This design comes from an exercise in tuning for a short achievable clock period and few clock cycles on the open sky130 flow, not from production work.
Function was checked by simulation only, so behaviour that the tests miss may differ from the original.
Power is estimated from default activity; no workload was simulated.

==> flow/design.v (outline; a module is shown in full before it is edited, if it fits) <==
// module adder: 35 lines
// module register_file: 33 lines
// module mul_s1: 965 lines
// module mul_s2: 65 lines
// module TOP_MIPS: 195 lines
module TOP_MIPS (
    input           CLK,
    input           Reset,
    output   [31:0] imem_addr,
    input    [31:0] imem_rdata,
    output   [31:0] dmem_addr,
    output   [31:0] dmem_wdata,
    output          dmem_we,
    input    [31:0] dmem_rdata
);
  // ...
==> flow/flow/run.sh <==
#!/bin/bash
set -euo pipefail
bash standard.sh synth > synth.log 2>&1
bash standard.sh SETUP_SLACK_MARGIN=14.8 finish > layout.log 2>&1
==> flow/standard.sh <==
#!/bin/bash
# synth_recipe.tcl (not shown) runs the flow's synth.tcl, then flattens the netlist and writes it again
# the make line also repeats each setting of config.mk as NAME=value (left out here)
make -C /OpenROAD-flow-scripts/flow DESIGN_CONFIG=/design/flow/config.mk WORK_HOME=/design/flow/orfs CLKGATE_MAP_FILE= SYNTH_SCRIPT=/design/flow/synth_recipe.tcl "${@:-finish}"
==> flow/config.mk <==
export PLATFORM = sky130hd
export DESIGN_NAME = TOP_MIPS
export DESIGN_NICKNAME = TOP_MIPS
export VERILOG_FILES = /design/flow/design.v
export SDC_FILE = /design/flow/constraint.sdc
export NUM_CORES = 4
export LEC_CHECK = 0
export ABC_CLOCK_PERIOD_IN_PS = 4000
export CAP_MARGIN = 20
export CORE_MARGIN = 2
export CORE_UTILIZATION = 40
export SLEW_MARGIN = 20
export TNS_END_PERCENT = 50
==> flow/constraint.sdc <==
create_clock -name core_clock -period 20.0 [get_ports {CLK}]
set_input_delay 4.0000 -clock core_clock [delete_from_list [all_inputs] [get_ports {CLK}]]
set_output_delay 4.0000 -clock core_clock [all_outputs]
set_load 0.01 [all_outputs]
==> results.cfg, run 1 <==
[clocking]
cts_setup_buffers = 57
clock-sinks = 1521

[setup_path]
endpoint_kind = flop
critPathBufInv = 3
slowest_stage = dfxtp_2
reg2regPathDepth = 17
crit_start = rtOhD[3]

[synthesis]
synthFlopType = edfxtp_1
synth_fa_ha_area_frac = 0.1400
ys_async_sr_fraction = 0.04865
ys_warn_count = 3
syn_nets = 8111
synth.area.mux_share = 0.009291
synth_common_cells = 1056 x edfxtp_1, 560 x inv_1, 547 x and2_1

[cells_and_area]
n_antenna_cell = 21
clkbuf_count = 215
largest_cell_class = flip-flops and latches
multi_input_gates = 4851
fin_cells = 10530
final_cell_mix = 1056 x edfxtp_1, 558 x inv_1, 547 x and2_1, 483 x fa_1, 373 x nand2_1
n_all_inverters = 560
area_growth_syn_to_layout_pct = 14.44
drive_above_1_share = 0.1247

[worst_hold_path]
min_to = destM[4]
worstHoldStart = destE[4]
worstHoldPathCells = 0

[power]
pg_clk_mw = 3.22
maxPowerGroup = sequential cells
power_density_nw_per_um2 = 80.37
p_int_mw = 5.765

[route]
ant_nets = 0
met3RoutedLength_um = 68020
drc = 0
drtIter0Drc = 15270

[outcome]
status = complete, no violations

[global_route]
busiest_layer = met2
gr-total-overflow = 0

[sta]
worst_pin_slew_ns = 1.330
fin_crit_sh = 0.2751

[flow_run]
cap_violations = 0

[place]
placed_cell_area_um2 = 90760

[floorplanning]
nWellTaps = 2838
Testbench counts, summed over its fixed seeds: cycles 17,775.
==> module register_file, before the edit <==
module register_file (
  input  wire        clk,
  input  wire        reset,
  input  wire [31:1] A1,
  input  wire [31:1] A2,
  input  wire [4:0]  A3,
  input  wire        WE3,
  input  wire [31:0] WD3,
  output reg  [31:0] RD1,
  output reg  [31:0] RD2,
  output reg  [31:1] valid
);
  reg [31:0] regfile [1:31];
  integer i;
  always @(*) begin
    RD1 = 32'd0;
    RD2 = 32'd0;
    for (i = 1; i < 32; i = i + 1) begin
      RD1 = RD1 | ({32{A1[i]}} & regfile[i]);
      RD2 = RD2 | ({32{A2[i]}} & regfile[i]);
    end
  end
  always @(posedge clk) begin
    if (WE3 && A3 != 5'd0) regfile[A3] <= WD3;
  end
  always @(posedge clk or negedge reset) begin
    if (!reset) begin
      valid <= 31'd0;
    end else if (WE3 && A3 != 5'd0) begin
      valid[A3] <= 1'b1;
    end
  end
endmodule
==> module TOP_MIPS, before the edit <==
module TOP_MIPS (
    input           CLK,
    input           Reset,
    output   [31:0] imem_addr,
    input    [31:0] imem_rdata,
    output   [31:0] dmem_addr,
    output   [31:0] dmem_wdata,
    output          dmem_we,
    input    [31:0] dmem_rdata
);
    localparam MB = 93;     
    reg  [31:0] pcF;
    reg  [31:0] instD, pcp4D;
    reg         validD;              
    reg  [31:1] rsOhD, rtOhD;        
    wire [31:1] rfValid;             
    reg         eA, eB, mA, mB;      
    reg  [31:0] aE, bE, maE, mbE;    
    reg  [31:0] addrE, wdataE;       
    reg  [4:0]  destE;
    reg         wrE, isLwE, isMulE, weE, cinE, isSltE;
    reg  [31:0] resM;                
    reg  [4:0]  destM;
    reg         wrM, isMulM;
    reg  [MB-1:0] rowsM;
    wire [31:0] pcp4F  = pcF + 32'd4;
    wire [31:0] instF  = imem_rdata;
    wire [4:0]  rsF    = instF[25:21];
    wire [4:0]  rtF    = instF[20:16];
    wire        jF     = (instF[31:26] == 6'b000010);
    wire [31:0] jtargF = {pcp4F[31:28], instF[25:0], 2'b00};
    wire [5:0]  opD  = instD[31:26];
    wire [4:0]  rsD  = instD[25:21];
    wire [4:0]  rtD  = instD[20:16];
    wire [4:0]  rdD  = instD[15:11];
    wire [5:0]  fnD  = instD[5:0];
    wire [31:0] immD = {{16{instD[15]}}, instD[15:0]};
    wire isRD    = validD & (opD == 6'h00);
    wire isAddiD = validD & (opD == 6'h08);
    wire isLwD   = validD & (opD == 6'h23);
    wire isSwD   = validD & (opD == 6'h2B);
    wire isBeqD  = validD & (opD == 6'h04);
    wire isMulD  = isRD & (fnD == 6'h1C);
    wire isSubD  = isRD & (fnD == 6'h22);
    wire isSltD  = isRD & (fnD == 6'h2A);
    wire isMemD  = isLwD | isSwD;
    wire sameD   = (rsD == rtD);
    wire brCmpD  = isBeqD & ~sameD;              
    wire [4:0] destD = isRD ? rdD : rtD;
    wire       wrD   = (isRD | isAddiD | isLwD) & (destD != 5'd0);
    wire useRsD = isRD | isAddiD | isMemD | brCmpD;
    wire useRtD = isRD | isSwD | brCmpD;
    wire [31:0] rfA, rfB;
    wire [31:0] resultM;
    register_file rf (
        .clk(CLK), .reset(Reset), .valid(rfValid),
        .A1(rsOhD), .A2(rtOhD),
        .A3(destM), .WE3(wrM), .WD3(resultM),
        .RD1(rfA), .RD2(rfB)
    );
    wire lwE  = isLwE & wrE;
    wire mulE = isMulE & wrE;
    wire mulM = isMulM & wrM;
    wire stallD = (mulE & ((useRsD & eA) | (useRtD & eB)))
                | (lwE & ((isMemD & eA) | (brCmpD & (eA | eB))))
                | (isMemD & ((isSltE & eA) | (isMulM & mA)))
                | (brCmpD & mulM & (mA | mB));
    wire [31:0] earlyA = (mA & ~isMulM) ? resM : rfA;
    wire [31:0] earlyB = (mB & ~isMulM) ? resM : rfB;
    wire [31:0] aluResE;
    wire [31:0] mulResM;
    wire ldA  = eA & isLwE;                      
    wire ldB  = eB & isLwE;
    wire muA  = ~eA & mA & isMulM;
    wire muB  = ~eB & mB & isMulM;
    wire [31:0] midA = eA ? aluResE : muA ? mulResM : earlyA;
    wire [31:0] midB = eB ? aluResE : muB ? mulResM : earlyB;
    wire [31:0] rsvD = ldA ? dmem_rdata : midA;
    wire [31:0] rtvD = ldB ? dmem_rdata : midB;
    wire        invD = isSubD | isSltD;          
    wire [31:0] opbD = (ldB & ~isAddiD) ? (dmem_rdata ^ {32{invD}}) :
                       isAddiD ? immD : (midB ^ {32{invD}});
    wire [31:0] addrRfD, addrFwD;
    adder #(32) agu (.A(earlyA), .B(immD), .CI(1'b0), .S(addrRfD), .CO());
    wire [31:0] csS = aE ^ bE ^ immD;
    wire [31:0] csC = (aE & bE) | (aE & immD) | (bE & immD);
    adder #(32) aguF (.A(csS), .B({csC[30:0], cinE}), .CI(1'b0), .S(addrFwD), .CO());
    wire [31:0] addrD = eA ? addrFwD : addrRfD;
    wire eqN  = (earlyA == earlyB);
    wire eqEA = aluEq(earlyB);
    wire eqEB = aluEq(earlyA);
    wire eqD  = sameD | (eA ? eqEA : eB ? eqEB : eqN);
    wire        brTakenD = isBeqD & eqD & ~stallD;
    wire [31:0] brTargD;
    adder #(32) brAdd (.A(pcp4D), .B({immD[29:0], 2'b00}), .CI(1'b0), .S(brTargD), .CO());
    always @(posedge CLK or negedge Reset) begin
        if (!Reset) begin
            pcF    <= 32'd0;
            validD <= 1'b0;
        end else if (!stallD) begin
            pcF    <= brTakenD ? brTargD : jF ? jtargF : pcp4F;
            validD <= ~brTakenD;
        end
    end
    wire [31:1] wrOhM = wrM ? onehot(destM) : 31'd0;
    always @(posedge CLK) begin
        if (!stallD) begin
            instD <= instF;
            pcp4D <= pcp4F;
            rsOhD <= onehot(rsF) & (rfValid | wrOhM);
            rtOhD <= onehot(rtF) & (rfValid | wrOhM);
        end else begin
            rsOhD <= rsOhD | (onehot(rsD) & wrOhM);
            rtOhD <= rtOhD | (onehot(rtD) & wrOhM);
        end
    end
    always @(posedge CLK or negedge Reset) begin
        if (!Reset) begin
            eA <= 1'b0; eB <= 1'b0; mA <= 1'b0; mB <= 1'b0;
        end else if (stallD) begin
            eA <= 1'b0;                  
            eB <= 1'b0;
            mA <= eA;                    
            mB <= eB;
        end else begin
            eA <= wrD & (destD == rsF);
            eB <= wrD & (destD == rtF);
            mA <= wrE & (destE == rsF);
            mB <= wrE & (destE == rtF);
        end
    end
    function [31:1] onehot(input [4:0] r);
        integer k;
        begin
            for (k = 1; k < 32; k = k + 1) onehot[k] = (r == k);
        end
    endfunction
    always @(posedge CLK or negedge Reset) begin
        if (!Reset) begin
            wrE <= 1'b0; isLwE <= 1'b0; isMulE <= 1'b0; weE <= 1'b0;
        end else begin
            wrE     <= wrD & ~stallD;
            isLwE   <= isLwD & ~stallD;
            isMulE  <= isMulD & ~stallD;
            weE     <= isSwD & ~stallD;
        end
    end
    always @(posedge CLK) begin
        aE      <= rsvD;
        bE      <= opbD;
        maE     <= isMulD ? rsvD : 32'd0;     
        mbE     <= isMulD ? rtvD : 32'd0;
        addrE   <= addrD;
        wdataE  <= rtvD;
        destE   <= destD;
        cinE    <= invD;
        isSltE  <= isSltD;
    end
    wire [31:0] sumE;
    wire        coE;
    adder #(32) addE (.A(aE), .B(bE), .CI(cinE), .S(sumE), .CO(coE));
    assign aluResE = isSltE ? {31'd0, ~coE} : sumE;    
    wire [31:0] axbE = aE ^ bE;
    wire [31:0] aabE = aE & bE;
    function aluEq(input [31:0] k);
        reg [31:0] t, c;
        begin
            t = axbE ^ k;                        
            c = aabE | (axbE & t);               
            if (isSltE) aluEq = (k[31:1] == 31'd0) & (k[0] == ~coE);
            else        aluEq = (t[0] == cinE) & (t[31:1] == c[30:0]);
        end
    endfunction
    wire [MB-1:0] rowsE;
    mul_s1 mul1 (.a(maE), .b(mbE), .r(rowsE));
    always @(posedge CLK or negedge Reset) begin
        if (!Reset) begin
            wrM <= 1'b0; isMulM <= 1'b0;
        end else begin
            wrM     <= wrE;
            isMulM  <= isMulE;
        end
    end
    always @(posedge CLK) begin
        resM    <= isLwE ? dmem_rdata : aluResE;
        destM   <= destE;
        rowsM   <= rowsE;
    end
    mul_s2 mul2 (.r(rowsM), .p(mulResM));
    assign resultM = isMulM ? mulResM : resM;
    assign imem_addr  = pcF;
    assign dmem_addr  = addrE;
    assign dmem_wdata = wdataE;
    assign dmem_we    = weE;
endmodule
==> run 2, diff against run 1 <==
--- a/flow/design.v
+++ b/flow/design.v
@@ -37,6 +37,8 @@
   input  wire        clk,
   input  wire        reset,
-  input  wire [31:1] A1,
+  input  wire [31:1] A1,           
   input  wire [31:1] A2,
+  input  wire [31:1] A1n,          
+  input  wire [31:1] A2n,
   input  wire [4:0]  A3,
   input  wire        WE3,
@@ -52,6 +54,6 @@
     RD2 = 32'd0;
     for (i = 1; i < 32; i = i + 1) begin
-      RD1 = RD1 | ({32{A1[i]}} & regfile[i]);
-      RD2 = RD2 | ({32{A2[i]}} & regfile[i]);
+      RD1 = RD1 | ({{16{~A1n[i]}}, {16{A1[i]}}} & regfile[i]);
+      RD2 = RD2 | ({{16{~A2n[i]}}, {16{A2[i]}}} & regfile[i]);
     end
   end
@@ -1109,10 +1111,13 @@
     localparam MB = 93;     
     reg  [31:0] pcF;
+    reg  [31:0] pcOut;               
     reg  [31:0] instD, pcp4D;
     reg         validD;              
     reg  [31:1] rsOhD, rtOhD;        
+    reg  [31:1] rsOhDn, rtOhDn;      
     wire [31:1] rfValid;             
     reg         eA, eB, mA, mB;      
     reg  [31:0] aE, bE, maE, mbE;    
+    reg  [31:0] axbE, aabE;          
     reg  [31:0] addrE, wdataE;       
     reg  [4:0]  destE;
@@ -1153,5 +1158,5 @@
     register_file rf (
         .clk(CLK), .reset(Reset), .valid(rfValid),
-        .A1(rsOhD), .A2(rtOhD),
+        .A1(rsOhD), .A2(rtOhD), .A1n(rsOhDn), .A2n(rtOhDn),
         .A3(destM), .WE3(wrM), .WD3(resultM),
         .RD1(rfA), .RD2(rfB)
@@ -1201,14 +1206,24 @@
         end
     end
+    always @(posedge CLK) begin
+        if (!Reset)
+            pcOut <= 32'd0;
+        else if (!stallD)
+            pcOut <= brTakenD ? brTargD : jF ? jtargF : pcp4F;
+    end
     wire [31:1] wrOhM = wrM ? onehot(destM) : 31'd0;
     always @(posedge CLK) begin
         if (!stallD) begin
-            instD <= instF;
-            pcp4D <= pcp4F;
-            rsOhD <= onehot(rsF) & (rfValid | wrOhM);
-            rtOhD <= onehot(rtF) & (rfValid | wrOhM);
+            instD  <= instF;
+            pcp4D  <= pcp4F;
+            rsOhD  <= onehot(rsF) & (rfValid | wrOhM);
+            rtOhD  <= onehot(rtF) & (rfValid | wrOhM);
+            rsOhDn <= ~(onehot(rsF) & (rfValid | wrOhM));
+            rtOhDn <= ~(onehot(rtF) & (rfValid | wrOhM));
         end else begin
-            rsOhD <= rsOhD | (onehot(rsD) & wrOhM);
-            rtOhD <= rtOhD | (onehot(rtD) & wrOhM);
+            rsOhD  <= rsOhD | (onehot(rsD) & wrOhM);
+            rtOhD  <= rtOhD | (onehot(rtD) & wrOhM);
+            rsOhDn <= rsOhDn & ~(onehot(rsD) & wrOhM);
+            rtOhDn <= rtOhDn & ~(onehot(rtD) & wrOhM);
         end
     end
@@ -1247,4 +1262,6 @@
         aE      <= rsvD;
         bE      <= opbD;
+        axbE    <= rsvD ^ opbD;
+        aabE    <= rsvD & opbD;
         maE     <= isMulD ? rsvD : 32'd0;     
         mbE     <= isMulD ? rtvD : 32'd0;
@@ -1259,6 +1276,4 @@
     adder #(32) addE (.A(aE), .B(bE), .CI(cinE), .S(sumE), .CO(coE));
     assign aluResE = isSltE ? {31'd0, ~coE} : sumE;    
-    wire [31:0] axbE = aE ^ bE;
-    wire [31:0] aabE = aE & bE;
     function aluEq(input [31:0] k);
         reg [31:0] t, c;
@@ -1287,5 +1302,5 @@
     mul_s2 mul2 (.r(rowsM), .p(mulResM));
     assign resultM = isMulM ? mulResM : resM;
-    assign imem_addr  = pcF;
+    assign imem_addr  = pcOut;
     assign dmem_addr  = addrE;
     assign dmem_wdata = wdataE;
==> flow/flow/run.sh (replaced) <==
#!/bin/bash
set -euo pipefail
bash standard.sh synth > synth.log 2>&1
bash standard.sh SETUP_SLACK_MARGIN=15 "BUFFER_PORTS_ARGS=-buffer_cell sky130_fd_sc_hd__buf_4" finish > layout.log 2>&1
--- a/flow/config.mk
+++ b/flow/config.mk
@@ -9,5 +9,5 @@
 export CAP_MARGIN = 20
 export CORE_MARGIN = 2
-export CORE_UTILIZATION = 40
+export CORE_UTILIZATION = 50
 export SLEW_MARGIN = 20
-export TNS_END_PERCENT = 50
+export TNS_END_PERCENT = 100
==> run 2 against run 1 <==
  * Setup slack better by 0.053 ns
  * Clock skew hardly changed
  * Critical path depth is 16 lower
  * Fmax is 0.97% higher
  * Design area is 7.2% higher
  * Non-clock buffer count is 11 higher
  * Combinational power hardly changed
  * First-iteration DRC count is 7.2% lower
  * Routed wire length is 9.1% higher
  * Core utilization is 11 points higher
  * Clock power is 11% higher
  * Largest cell class unchanged
  * Highest routed layer unchanged
==> results.cfg, run 2 <==
[outcome]
status = complete, no violations

[power]
pwr-share-comb = 0.122
p_switching_mw = 2.326
power_density_nw_per_um2 = 81.71
p_clk_frac = 0.414
p_int_mw = 6.284
leakage_nw = 41.31
irDropWorstVdd_v = 0.00009954
p_seq_frac = 0.464
switching_share = 0.2702
power.total_mw = 8.610

[clocking]
holdBufCountCts = 0
clk_pin_slew_worst_paths_ns = 0.06
clock_path_buffers = 3
cts-root-buf = clkbuf_16
cts_made_buffers = 183
clock-sinks = 1678
insertion_delay_ns = 0.89
cts_tree = built
htreeDepth = 4

[setup_path]
max_stage_delay_ns = 0.48
critical-path-top-delay-family = flip-flops
start_kind = flop
cp.required_ns = 16.00
worstSetupPathType = flop to output port
r2r_slack_ns = 14.89
cp_cell_sequence = buf_6
slowest_stage = dfxtp_4
cp.arrival_ns = 1.45
endpoint_kind = output port
critPathBufInv = 1
worst-path-max-fanout = 1

[cells_and_area]
regArea_um2 = 44850
final_cell_mix = 1056 x edfxtp_1, 789 x inv_1, 539 x and2_1, 441 x fa_1, 386 x dfxtp_1
final_common_cell = edfxtp_1
nNetsFinal = 9258
drive_above_1_share = 0.1370
top_regs = rf.regfile (992), rowsM (93)
design_area_um2 = 105400
multi_input_area_um2 = 44110
area_growth_syn_to_layout_pct = 13.96
largest_register = rf.regfile
largest_reg_flops = 992
nFillCells = 15590

[sta]
layout_min_cycle_time_ns = 5.450
slew_headroom = 0.1342
setup_violations = 0
slew_viol_final = 0
tns_ns = 0
worst_pin_slew_ns = 1.299
layout_setup_ws_ns = 14.55
fin_skew_ns = 0.08468
fin_crit_sh = 0.2725
fmax_mhz = 183.5
rsz0062_at_grt = true
hold_viol = 0

[place]
placed_cell_area_um2 = 97150
dpl_worst_slack_ns = 13.43
numPortBuffers = 162
dp_hpwl_um = 279200
globalplace.congestion = 1.017

[global_route]
grt_pass1_wl_um = 590800
grt_max_degree = 98
grt_usage = 0.4558
gr-total-overflow = 0
grt_pass1_vias = 73860
antenna_found_initial = 34

[floorplanning]
fp-row-count = 157
dieArea_um2 = 188400
start_util = 0.5040
die_w_um = 434.0
ios = 163
die_height_um = 434.0
core_region_area_um2 = 183500

[synthesis]
synthTopCellsByArea = edfxtp_1 34%, dfxtp_1 12%, fa_1 9.6%, ha_1 3.9%, and2_1 3.8%
ys_async_sr_fraction = 0.04410
yosysSeqAreaShare = 0.4816
synth.area.mux_share = 0.009986
synthSimpleGateAreaFrac = 0.1405
synth.distinct_cells = 95
synth_top_area_cell = edfxtp_1
ys_warn_count = 3
post-synth-top-area-fraction = 0.3429
syn_nets = 9082
synth_top_family_by_area = compound AO/OA/AOI/OAI gates
synth_common_cells = 1056 x edfxtp_1, 800 x inv_1, 560 x and2_1
synth_fa_ha_area_frac = 0.1347
synth_compound_area_frac = 0.1461
synth.most_common_cell = edfxtp_1
synth-xor-area-share = 0.03344
synthFlopType = edfxtp_1
synth_cells = 8286
ys_ff_latch = 1678
netlist_area_um2 = 92460
synth_edf_count = 1056
avgSynthCellArea_um2 = 11.16

[route]
via_per_inst = 6.964
drc = 0
vias = 77460
detail_route.wl_per_cell_um = 39.21
ant_nets = 0
wirelength_um = 436100
dr.pass1.iters = 12
drtIter0Drc = 14170

[flow_run]
cap_violations = 0

[worst_hold_path]
holdCritPathClass = flop to flop
run 2: changes by cell type in the layout (fill, tap and decap cells not counted), moves of 103 or more:
| cell | delta |
|---|---|
| nand2b_1 | +282 |
| inv_1 | +231 |
| a22oi_1 | -175 |
| nor2b_1 | +137 |
| a221oi_1 | -132 |
| buf_4 | +119 |
| a22o_1 | -104 |
| dfxtp_1 | +103 |
run 2: path summary, 6_finish.rpt:
kind | startpoint | end | depth (start not counted)
max in group asynchronous | Reset | rf.valid[21] | 2
worst min register to register | isMulE | isMulM | 0
worst max-delay path | wdataE[0] | dmem_wdata[0] | 1
worst min-delay path | isMulE | isMulM | 0
worst max register to register | rsOhDn[14] | pcF[30] | 16
min in group asynchronous | Reset | weE | 1
run 2: layout make-up:
cell class              instances  area share
flip-flops and latches       1678      0.4257
multi-input cells            5348      0.4186
clock buffers                 237     0.04733
repair buffers                438     0.03673
inverters                     813     0.02939
well taps                    2464     0.02926
clock inverters               107     0.01209
diodes                         38   0.0009025
run 2: power groups by stage:
stage / Sequential [mW] / Combinational, mW / Clock, mW
floorplan: 4.00 / 0.624 / 0
global placement: 4.05 / 0.965 / 0
detailed placement: 4.05 / 0.966 / 0
CTS: 3.99 / 1.00 / 3.56
global route: 4.00 / 1.12 / 3.69
finish: 4.00 / 1.05 / 3.57
run 2: logic make-up (layout without fill, tap and decap cells):
kind of cell	count (synthesis)	in the layout
AOI/OAI and AO/OA	1811	1811
DFF	1678	1678
xor gates and xnor gates	353	353
muxes	88	88
buffers and inverters	1261	1595
adders and majority gates	730	730
and+or+nand+nor	2365	2366
other	0	38
run 2: per-layer routing:
layer / global-route usage / up-vias / wire (um)
met5: 0 / - / 99
met4: 0.3148 / 16 / 38570
met3: 0.1584 / 2055 / 64570
met2: 0.6498 / 7175 / 179600
met1: 0.5803 / 38030 / 153300
li1: - / 30180 / -
run 2: repair_timing:
| action | CTS | global route |
|---|---|---|
| setup endpoints to repair | 219 | 235 |
| buffers inserted | 22 | 29 |
| pin swaps | 9 | 17 |
| gates resized for setup | 283 | 120 |
| gates cloned | 1 | 2 |
run 2: metrics by stage:
step           instances  utilization  hold WS (ns)
2_1_floorplan       8286            -        0.3694
3_3_place_gp       10690       0.5294        0.4124
3_5_place_dp       10690       0.5295        0.3889
4_1_cts            11050       0.5693        0.4142
5_1_grt            11090       0.5739        0.4436
6_report           11120       0.5743        0.4203
Testbench counts of run 2, summed over its fixed seeds: cycles 17,775.
==> run 3, diff against run 2 <==
--- a/flow/config.mk
+++ b/flow/config.mk
@@ -9,5 +9,5 @@
 export CAP_MARGIN = 20
 export CORE_MARGIN = 2
-export CORE_UTILIZATION = 50
+export CORE_UTILIZATION = 40
 export SLEW_MARGIN = 20
 export TNS_END_PERCENT = 100
==> run 3 against run 2 <==
  * Still clean on timing, DRC and antenna
  * Combinational power about the same
  * Setup slack got worse by 0.0014 ns
  * Routed wire length rose by 1.7%
  * Critical path depth unchanged
  * Power rose by 0.41%
  * Sequential cell count did not move
  * Sequential share of layout area down 0.16 points
  * Design area rose by 0.40%
  * Cell count increased by 4.8%
  * Via count increased by 0.83%
  * Fmax hardly changed
  * Core utilization decreased by 11 points
  * Critical endpoint is now dmem_wdata[19]
==> results.cfg, run 3 <==
[outcome]
status = complete, no violations

[route]
vias = 78100
dr.pass1.iters = 8
via_per_inst = 6.701
ant_nets = 0
wirelength_um = 443600
drtIter0Drc = 14290
drc = 0
detail_route.wl_per_cell_um = 38.06

[place]
globalplace.congestion = 1.011
numPortBuffers = 162
dp_hpwl_um = 284000
dpl_worst_slack_ns = 13.90
placed_cell_area_um2 = 97920

[synthesis]
synth_top_family_by_area = compound AO/OA/AOI/OAI gates
synth.most_common_cell = edfxtp_1
synth_top_area_cell = edfxtp_1
ys_ff_latch = 1678
synth_cells = 8286
synth.area.mux_share = 0.009986
ys_async_sr_fraction = 0.04410
synth.distinct_cells = 95
synthSimpleGateAreaFrac = 0.1405
synth_fa_ha_area_frac = 0.1347
synth_compound_area_frac = 0.1461
synth-xor-area-share = 0.03344
synthFlopType = edfxtp_1
yosysSeqAreaShare = 0.4816
synthTopCellsByArea = edfxtp_1 34%, dfxtp_1 12%, fa_1 9.6%, ha_1 3.9%, and2_1 3.8%
post-synth-top-area-fraction = 0.3429
avgSynthCellArea_um2 = 11.16
ys_warn_count = 3
syn_nets = 9082
netlist_area_um2 = 92460
synth_common_cells = 1056 x edfxtp_1, 800 x inv_1, 560 x and2_1
synth_edf_count = 1056

[cells_and_area]
final_cell_mix = 1056 x edfxtp_1, 791 x inv_1, 538 x and2_1, 441 x fa_1, 372 x dfxtp_1
top_regs = rf.regfile (992), rowsM (93)
area_growth_syn_to_layout_pct = 14.41
post-route-util = 0.4601
largest_reg_flops = 992
final_common_cell = edfxtp_1
drive_above_1_share = 0.1372
nNetsFinal = 9239
design_area_um2 = 105800
largest_register = rf.regfile

[power]
leakage_nw = 41.25
p_seq_frac = 0.462
p_int_mw = 6.309
irDropWorstVdd_v = 0.0001029
power.total_mw = 8.645
power_density_nw_per_um2 = 81.72
p_clk_frac = 0.418
pwr-share-comb = 0.120
p_switching_mw = 2.336
switching_share = 0.2702

[sta]
hold_viol = 0
fmax_mhz = 183.4
tns_ns = 0
layout_setup_ws_ns = 14.55
setup_violations = 0
slew_headroom = 0.1069
slew_viol_final = 0
rsz0062_at_grt = true
worst_pin_slew_ns = 1.340
layout_min_cycle_time_ns = 5.451
fin_skew_ns = 0.04761
fin_crit_sh = 0.2726

[global_route]
use_met1 = 0.4685
grt_pass1_wl_um = 601100
grt_usage = 0.3665
use_met2 = 0.5227
antenna_found_initial = 39
grt_max_degree = 87
grt_pass1_vias = 74370
busiest_layer = met2
gr-usage-met3 = 0.1362
gr-total-overflow = 0

[floorplanning]
die_height_um = 484.8
die_w_um = 484.8
fp-row-count = 176
dieArea_um2 = 235000
ios = 163
start_util = 0.4022
core_region_area_um2 = 229900

[clocking]
cts_tree = built
clock_path_buffers = 3
clk_pin_slew_worst_paths_ns = 0.07
holdBufCountCts = 0
insertion_delay_ns = 0.89
cts-root-buf = clkbuf_16
clock-sinks = 1678
htreeDepth = 4
cts_made_buffers = 180

[setup_path]
critPathBufInv = 1
cp.arrival_ns = 1.45
cp_cell_sequence = buf_6
critical-path-top-delay-family = flip-flops
max_stage_delay_ns = 0.46
worst-path-max-fanout = 1
cp.required_ns = 16.00
slowest_stage = dfxtp_4
start_kind = flop
r2r_slack_ns = 14.94
endpoint_kind = output port
worstSetupPathType = flop to output port

[flow_run]
cap_violations = 0

[worst_hold_path]
holdCritPathClass = flop to flop
[run 3: cell counts after synthesis]
Identical to the previous run, type by type.
[run 3: power by group through the flow]
stage / Combinational [mW] / Sequential [mW] / Clock, mW
global placement: 0.960 / 4.05 / 0
detailed placement: 0.968 / 4.05 / 0
CTS: 1.01 / 3.99 / 3.60
floorplan: 0.624 / 4.00 / 0
global route: 1.12 / 4.00 / 3.74
finish: 1.04 / 3.99 / 3.61
[run 3: logic make-up (layout without fill, tap and decap cells)]
logic type | count (synthesis) | in the layout
fa+ha+maj | 730 | 730
mux | 88 | 88
flops | 1678 | 1678
simple gates | 2365 | 2366
xor+xnor | 353 | 353
compound gates | 1811 | 1811
buf+inv | 1261 | 1573
other cells | 0 | 30
[run 3: layout make-up]
type	instances	area, um2
fill	21130	124100
sequential	1678	44860
multi-input combinational	5348	43970
clock buffer	219	4845
tap	3026	3786
timing repair buffer	422	3757
inverter	813	3095
clock inverter	119	1395
antenna	30	75.07
[run 3: routing by layer]
| layer | up-vias | wire [um] |
|---|---|---|
| met3 | 1988 | 67660 |
| met2 | 7354 | 180900 |
| met5 | - | 221 |
| li1 | 30130 | - |
| met1 | 38610 | 158700 |
| met4 | 22 | 36070 |
[run 3: path summary, 6_finish.rpt]
check | from | to | depth (start not counted)
max | wdataE[19] | dmem_wdata[19] | 1
min | isMulE | isMulM | 0
max reg2reg | rsOhD[13] | addrE[26] | 16
min reg2reg | isMulE | isMulM | 0
max in group asynchronous | Reset | rf.valid[26] | 2
min in group asynchronous | Reset | weE | 1
[run 3: repair_timing]
action,4_1_cts,5_1_grt
pin swaps,0,10
cloned,1,1
gates resized for setup,274,91
endpoints found under the setup margin,186,266
endpoints found under the hold margin,0,0
buffers inserted,11,22
[run 3: per-stage QoR]
step | instances | hold slack (ns)
floorplan | 8286 | 0.3694
global placement | 11250 | 0.4104
detailed placement | 11250 | 0.4012
CTS | 11600 | 0.4139
global route | 11630 | 0.4215
finish | 11660 | 0.4166
==> run 4, diff against run 3 <==
--- a/flow/config.mk
+++ b/flow/config.mk
@@ -10,4 +10,6 @@
 export CORE_MARGIN = 2
 export CORE_UTILIZATION = 40
+export CTS_CLUSTER_DIAMETER = 100
+export CTS_CLUSTER_SIZE = 20
 export SLEW_MARGIN = 20
 export TNS_END_PERCENT = 100
==> run 4 against run 3 <==
  * Still clean on timing, DRC and antenna
  * Worst hold slack improved by 0.014 ns
  * First-iteration DRC count down 1.4%
  * Global-route usage shrank 0.31 points
  * Register-to-register slack got worse by 0.08 ns
  * Clock skew rose by 0.0016 ns
  * Fmax increased by 0.89%
  * Largest power group unchanged
==> results.cfg, run 4 <==
[setup_path]
critPathBufInv = 1
slowest_stage = dfxtp_4
cp.arrival_ns = 1.40
critical-path-top-delay-family = flip-flops
start_kind = flop
worstSetupPathType = flop to output port
max_stage_delay_ns = 0.47
cp_cell_sequence = buf_6
cp.required_ns = 16.00
endpoint_kind = output port
worst-path-max-fanout = 1

[sta]
setup_violations = 0
slew_viol_final = 0
rsz0062_at_grt = true
slew_headroom = 0.1120
tns_ns = 0
hold_viol = 0
fmax_mhz = 185.1
fin_crit_sh = 0.2702
fin_skew_ns = 0.04924
layout_min_cycle_time_ns = 5.403
worst_pin_slew_ns = 1.332

[cells_and_area]
post-route-util = 0.4455
drive_above_1_share = 0.1190
final_cell_mix = 1056 x edfxtp_1, 792 x inv_1, 538 x and2_1, 441 x fa_1, 372 x dfxtp_1
nFillCells = 21420
area_growth_syn_to_layout_pct = 10.78
nNetsFinal = 9161
final_common_cell = edfxtp_1
top_regs = rf.regfile (992), rowsM (93)
largest_register = rf.regfile
multi_input_area_um2 = 43950
regArea_um2 = 44860
fin_cells = 11490
largest_reg_flops = 992
design_area_um2 = 102400

[clocking]
cts-root-buf = clkbuf_16
cts_made_buffers = 98
insertion_delay_ns = 0.83
htreeDepth = 3
clk_pin_slew_worst_paths_ns = 0.09
clock-sinks = 1678
cts_tree = built
clock_path_buffers = 3

[global_route]
use_met2 = 0.5164
grt_max_degree = 87
use_met1 = 0.4648
grt_usage = 0.3634
antenna_found_initial = 34
gr-total-overflow = 0
grt_pass1_wl_um = 595900
busiest_layer = met2
grt_pass1_vias = 73380
gr-usage-met3 = 0.1310

[route]
drc = 0
detail_route.wl_per_cell_um = 38.32
dr.pass1.iters = 17
wirelength_um = 440200
vias = 76900
via_per_inst = 6.694
drtIter0Drc = 14100
ant_nets = 0

[power]
power_density_nw_per_um2 = 70.99
leakage_nw = 39.63
irDropWorstVdd_v = 0.00007294
power.total_mw = 7.272

[place]
globalplace.congestion = 1.011
placed_cell_area_um2 = 97920
dpl.cell_count = 11250
numPortBuffers = 162
dp_hpwl_um = 284000

[synthesis]
synth_top_area_cell = edfxtp_1
ys_async_sr_fraction = 0.04410
netlist_area_um2 = 92460
syn_nets = 9082
synthTopCellsByArea = edfxtp_1 34%, dfxtp_1 12%, fa_1 9.6%, ha_1 3.9%, and2_1 3.8%
post-synth-top-area-fraction = 0.3429
ys_ff_latch = 1678
avgSynthCellArea_um2 = 11.16
synth_edf_count = 1056
synth.most_common_cell = edfxtp_1
synth.distinct_cells = 95
yosysSeqAreaShare = 0.4816
ys_warn_count = 3
synth_common_cells = 1056 x edfxtp_1, 800 x inv_1, 560 x and2_1
synthFlopType = edfxtp_1
synth_cells = 8286

[floorplanning]
start_util = 0.4022
ios = 163
die_height_um = 484.8
fp-row-count = 176
dieArea_um2 = 235000
die_w_um = 484.8
core_region_area_um2 = 229900

[outcome]
status = complete, no violations

[worst_hold_path]
holdCritPathClass = flop to flop

[flow_run]
cap_violations = 0
run 4: cell counts after synthesis:
No cell type changed its count.
run 4: kinds of logic after synthesis:
| kind of cell | share of synthesized area |
|---|---|
| buffers and inverters | 0.05368 |
| flip-flops | 0.4816 |
| AND/OR/NAND/NOR | 0.1405 |
| multiplexers | 0.009986 |
| XOR/XNOR | 0.03344 |
| adder cells (fa/ha/maj) | 0.1347 |
| AO/OA/AOI/OAI | 0.1461 |
run 4: final timing paths:
path                       startpoint              to  slack (ns)  cells past startpoint
max                        wdataE[19]  dmem_wdata[19]       14.60                      1
min                            isMulE          isMulM        0.43                      0
max reg2reg                rsOhDn[22]         pcF[27]       14.86                     17
min reg2reg                    isMulE          isMulM        0.43                      0
max in group asynchronous       Reset    rf.valid[20]       15.84                      2
min in group asynchronous       Reset             weE        3.18                      1
run 4: layout make-up:
type	count	share of cell area
Inverter	813	0.03018
Clock buffer	152	0.02623
Sequential cell	1678	0.4380
Multi-Input combinational cell	5348	0.4291
Timing Repair Buffer	426	0.03660
Antenna cell	26	0.0006352
Tap cell	3026	0.03696
Clock inverter	18	0.002345
run 4: what timing repair did:
item,4_1_cts,5_1_grt
hold buffers,0,0
cloned,1,0
setup endpoints to repair,188,304
resized for setup,269,88
buffers inserted,14,24
pin swaps,0,9
run 4: worst reg2reg max path, cell delays in order (launching register included):
cell      delay (ns)
dfxtp_1         0.68
inv_1           0.51
a22o_1          0.37
nor4_1          0.38
a31oi_1         0.20
buf_4           0.22
inv_1           0.07
ha_1            0.23
xor2_1          0.19
nor4_1          0.27
nand4_1         0.17
nor4_4          0.43
a211oi_1        0.15
inv_1           0.19
o31ai_4         0.08
buf_4           0.31
nor4_1          0.48
nor3_1          0.10
run 4: metal layers:
layer  vias to the layer above  share of wire
li1                      29840              -
met1                     38180           0.36
met2                      6981           0.41
met3                      1875           0.15
met4                        24          0.085
met5                         -        0.00050
run 4: power breakdown:
part           leakage (nW)  switching [mW]  internal (mW)
Sequential             15.3           0.138           3.85
Combinational          22.9           0.630          0.408
Clock                  1.40            1.30          0.949
Total                  39.6            2.07           5.21
run 4: per-stage QoR:
step                      hold slack (ns)  setup WS [ns]
after global routing               0.4333          14.59
after floorplan                    0.3694          14.72
after detailed placement           0.4012          13.90
after global placement             0.4104          13.83
final                              0.4306          14.60
after CTS                          0.4214          14.56
==> run 5, diff against run 4 <==
--- a/flow/config.mk
+++ b/flow/config.mk
@@ -11,5 +11,5 @@
 export CORE_UTILIZATION = 40
 export CTS_CLUSTER_DIAMETER = 100
-export CTS_CLUSTER_SIZE = 20
+export CTS_CLUSTER_SIZE = 25
 export SLEW_MARGIN = 20
 export TNS_END_PERCENT = 100
==> run 5 against run 4 <==
  * Still clean
  * Register-to-register slack barely moved
  * Core utilization barely moved
  * Worst hold slack got worse by 0.013 ns
  * Setup slack improved by 0.0069 ns
  * First-iteration DRC count fell by 2.1%
  * Clock-buffer cell count fell by 21
  * Global-route usage barely moved
  * Routed wire length fell by 0.19%
  * Critical endpoint unchanged
  * Largest power group unchanged
  * Highest routed layer unchanged
==> results.cfg, run 5 <==
[outcome]
status = complete, no violations

[route]
drtIter0Drc = 13790
drc = 0
detail_route.wl_per_cell_um = 38.29
dr.pass1.iters = 14
via_per_inst = 6.697
wirelength_um = 439400
ant_nets = 0
vias = 76860

[sta]
layout_min_cycle_time_ns = 5.396
slew_headroom = 0.1897
fmax_mhz = 185.3
slew_viol_final = 0
setup_violations = 0
tns_ns = 0
hold_viol = 0
rsz0062_at_grt = true
fin_crit_sh = 0.2698
worst_pin_slew_ns = 1.216
layout_setup_ws_ns = 14.60
fin_skew_ns = 0.04420

[synthesis]
synth_top_area_cell = edfxtp_1
synth_top_family_by_area = compound AO/OA/AOI/OAI gates
netlist_area_um2 = 92460
synth.distinct_cells = 95
ys_async_sr_fraction = 0.04410
synth-xor-area-share = 0.03344
avgSynthCellArea_um2 = 11.16
synthTopCellsByArea = edfxtp_1 34%, dfxtp_1 12%, fa_1 9.6%, ha_1 3.9%, and2_1 3.8%
synth.area.mux_share = 0.009986
synth.most_common_cell = edfxtp_1
yosysSeqAreaShare = 0.4816
synth_common_cells = 1056 x edfxtp_1, 800 x inv_1, 560 x and2_1
synthSimpleGateAreaFrac = 0.1405
post-synth-top-area-fraction = 0.3429
ys_warn_count = 3
synth_edf_count = 1056
syn_nets = 9082
synth_cells = 8286
synth_compound_area_frac = 0.1461
synth_fa_ha_area_frac = 0.1347
synthFlopType = edfxtp_1
ys_ff_latch = 1678

[cells_and_area]
final_common_cell = edfxtp_1
post-route-util = 0.4451
nNetsFinal = 9151
fin_cells = 11480
area_growth_syn_to_layout_pct = 10.66
largest_reg_flops = 992
drive_above_1_share = 0.1197
final_cell_mix = 1056 x edfxtp_1, 789 x inv_1, 538 x and2_1, 441 x fa_1, 372 x dfxtp_1
largest_register = rf.regfile
regArea_um2 = 44860
nFillCells = 21440
top_regs = rf.regfile (992), rowsM (93)
multi_input_area_um2 = 43980

[power]
pwr-share-comb = 0.145
switching_share = 0.2859
p_int_mw = 5.105
leakage_nw = 39.52
irDropWorstVdd_v = 0.00007732
p_switching_mw = 2.044
p_clk_frac = 0.297
p_seq_frac = 0.558
power_density_nw_per_um2 = 69.86

[clocking]
clk_pin_slew_worst_paths_ns = 0.10
clock-sinks = 1678
insertion_delay_ns = 0.81
cts-root-buf = clkbuf_16
htreeDepth = 3
holdBufCountCts = 0
clock_path_buffers = 3
cts_made_buffers = 83
cts_tree = built

[global_route]
gr-total-overflow = 0
antenna_found_initial = 33
grt_usage = 0.3632
grt_pass1_vias = 73230
grt_pass1_wl_um = 595100
grt_max_degree = 87

[setup_path]
slowest_stage = dfxtp_4
critical-path-top-delay-family = flip-flops
endpoint_kind = output port
max_stage_delay_ns = 0.47
critPathBufInv = 1
worst-path-max-fanout = 1
cp.required_ns = 16.00
cp.arrival_ns = 1.40
cp_cell_sequence = buf_6
worstSetupPathType = flop to output port
start_kind = flop

[place]
dp_hpwl_um = 284000
numPortBuffers = 162
globalplace.congestion = 1.011
dpl_worst_slack_ns = 13.90
dpl.cell_count = 11250

[floorplanning]
die_height_um = 484.8
start_util = 0.4022
core_region_area_um2 = 229900
fp-row-count = 176
die_w_um = 484.8
dieArea_um2 = 235000
ios = 163

[flow_run]
cap_violations = 0

[worst_hold_path]
holdCritPathClass = flop to flop
-- run 5: cell types whose count changed in the layout (fill, tap and decap cells not counted), moves of 3 or more --
cell,change
nor4_1,-4
inv_1,-3
inv_16,+3
clkbuf_16,-12
buf_12,+4
nor4_2,+3
clkbuf_1,-8
-- run 5: area by class of cell --
class	instances	share of cell area
diodes	28	0.0006848
clock buffers	131	0.02289
clock inverters	21	0.002984
inverters	813	0.03033
multi-input cells	5348	0.4298
flip-flops and latches	1678	0.4385
well taps	3026	0.03700
repair buffers	431	0.03780
-- run 5: cell families after synthesis --
family | after synthesis
adder cells (fa/ha/maj) | 730
XOR/XNOR | 353
buffers and inverters | 1261
multiplexers | 88
AO/OA/AOI/OAI | 1811
flip-flops | 1678
AND/OR/NAND/NOR | 2365
-- run 5: timing repair --
action	CTS	global route
buffers inserted	14	28
endpoints found under the setup margin	187	296
gates cloned	1	0
gates resized for setup	269	100
pin swaps	1	7
-- run 5: power groups by stage --
| stage | logic (mW) | clock network (mW) | registers, mW |
|---|---|---|---|
| 2_1_floorplan | 0.624 | 0 | 4.00 |
| 3_3_place_gp | 0.960 | 0 | 4.05 |
| 3_5_place_dp | 0.968 | 0 | 4.05 |
| 4_1_cts | 1.01 | 2.12 | 3.98 |
| 5_1_grt | 1.11 | 2.23 | 4.00 |
| 6_report | 1.04 | 2.12 | 3.99 |
-- run 5: path summary, 6_finish.rpt --
path	startpoint	end	slack (ns)	cells after the start
worst max register to register	rsOhDn[22]	pcOut[30]	14.87	17
worst min-delay path	isMulE	isMulM	0.42	0
max in group asynchronous	Reset	eA	15.84	2
worst max-delay path	wdataE[19]	dmem_wdata[19]	14.60	1
worst min register to register	isMulE	isMulM	0.42	0
min in group asynchronous	Reset	pcF[4]	3.19	1
-- run 5: through the flow --
step,hold slack (ns),instance area (um2),power [mW]
2_1_floorplan,0.3694,92940,4.626
3_3_place_gp,0.4104,97880,5.006
3_5_place_dp,0.4012,97920,5.014
4_1_cts,0.4216,101500,7.106
5_1_grt,0.4335,102300,7.338
6_report,0.4174,102300,7.148
-- run 5: per-layer routing --
| layer | global-route usage | routed length, um |
|---|---|---|
| met1 | 0.4681 | 158000 |
| met2 | 0.5153 | 177600 |
| met3 | 0.1286 | 65120 |
| met4 | 0.2327 | 38450 |
| met5 | 0.003878 | 187 |

-- separate check: timing with driven ports --
In the flow no input, the clock included, has a driving cell. The finished layouts below were timed again as built, in two steps.
Step 1, drivers: a clkbuf_16 drives CLK and a buf_2 each remaining input, both assumed.
Step 2 times the ports against the registers' clock, not the clock port: input delays grow and output delays shrink by t, the midpoint of the rising clock arrivals with the driver on.
Slacks: ideal ports / drivers / drivers and shift; pairs: ideal ports / drivers.
run	t (ns)	slack for setup (ns)	clock arrival spread, ns	slew at the worst register clock pin (ns)
run 1	0.941	14.497 / 14.428 / 13.688	0.084 / 0.085	0.07 / 0.07
run 2	0.942	14.550 / 14.457 / 14.115	0.085 / 0.085	0.07 / 0.07
run 3	0.964	14.549 / 14.456 / 13.963	0.049 / 0.049	0.07 / 0.07
run 4	0.906	14.597 / 14.499 / 14.026	0.050 / 0.050	0.10 / 0.10
run 5	0.888	14.604 / 14.507 / 14.012	0.046 / 0.046	0.12 / 0.12
After both steps setup and hold are still met in every run listed. The setup slack of run 1, which loses most, moves by -0.069 ns with the drivers and by -0.809 ns with both steps.
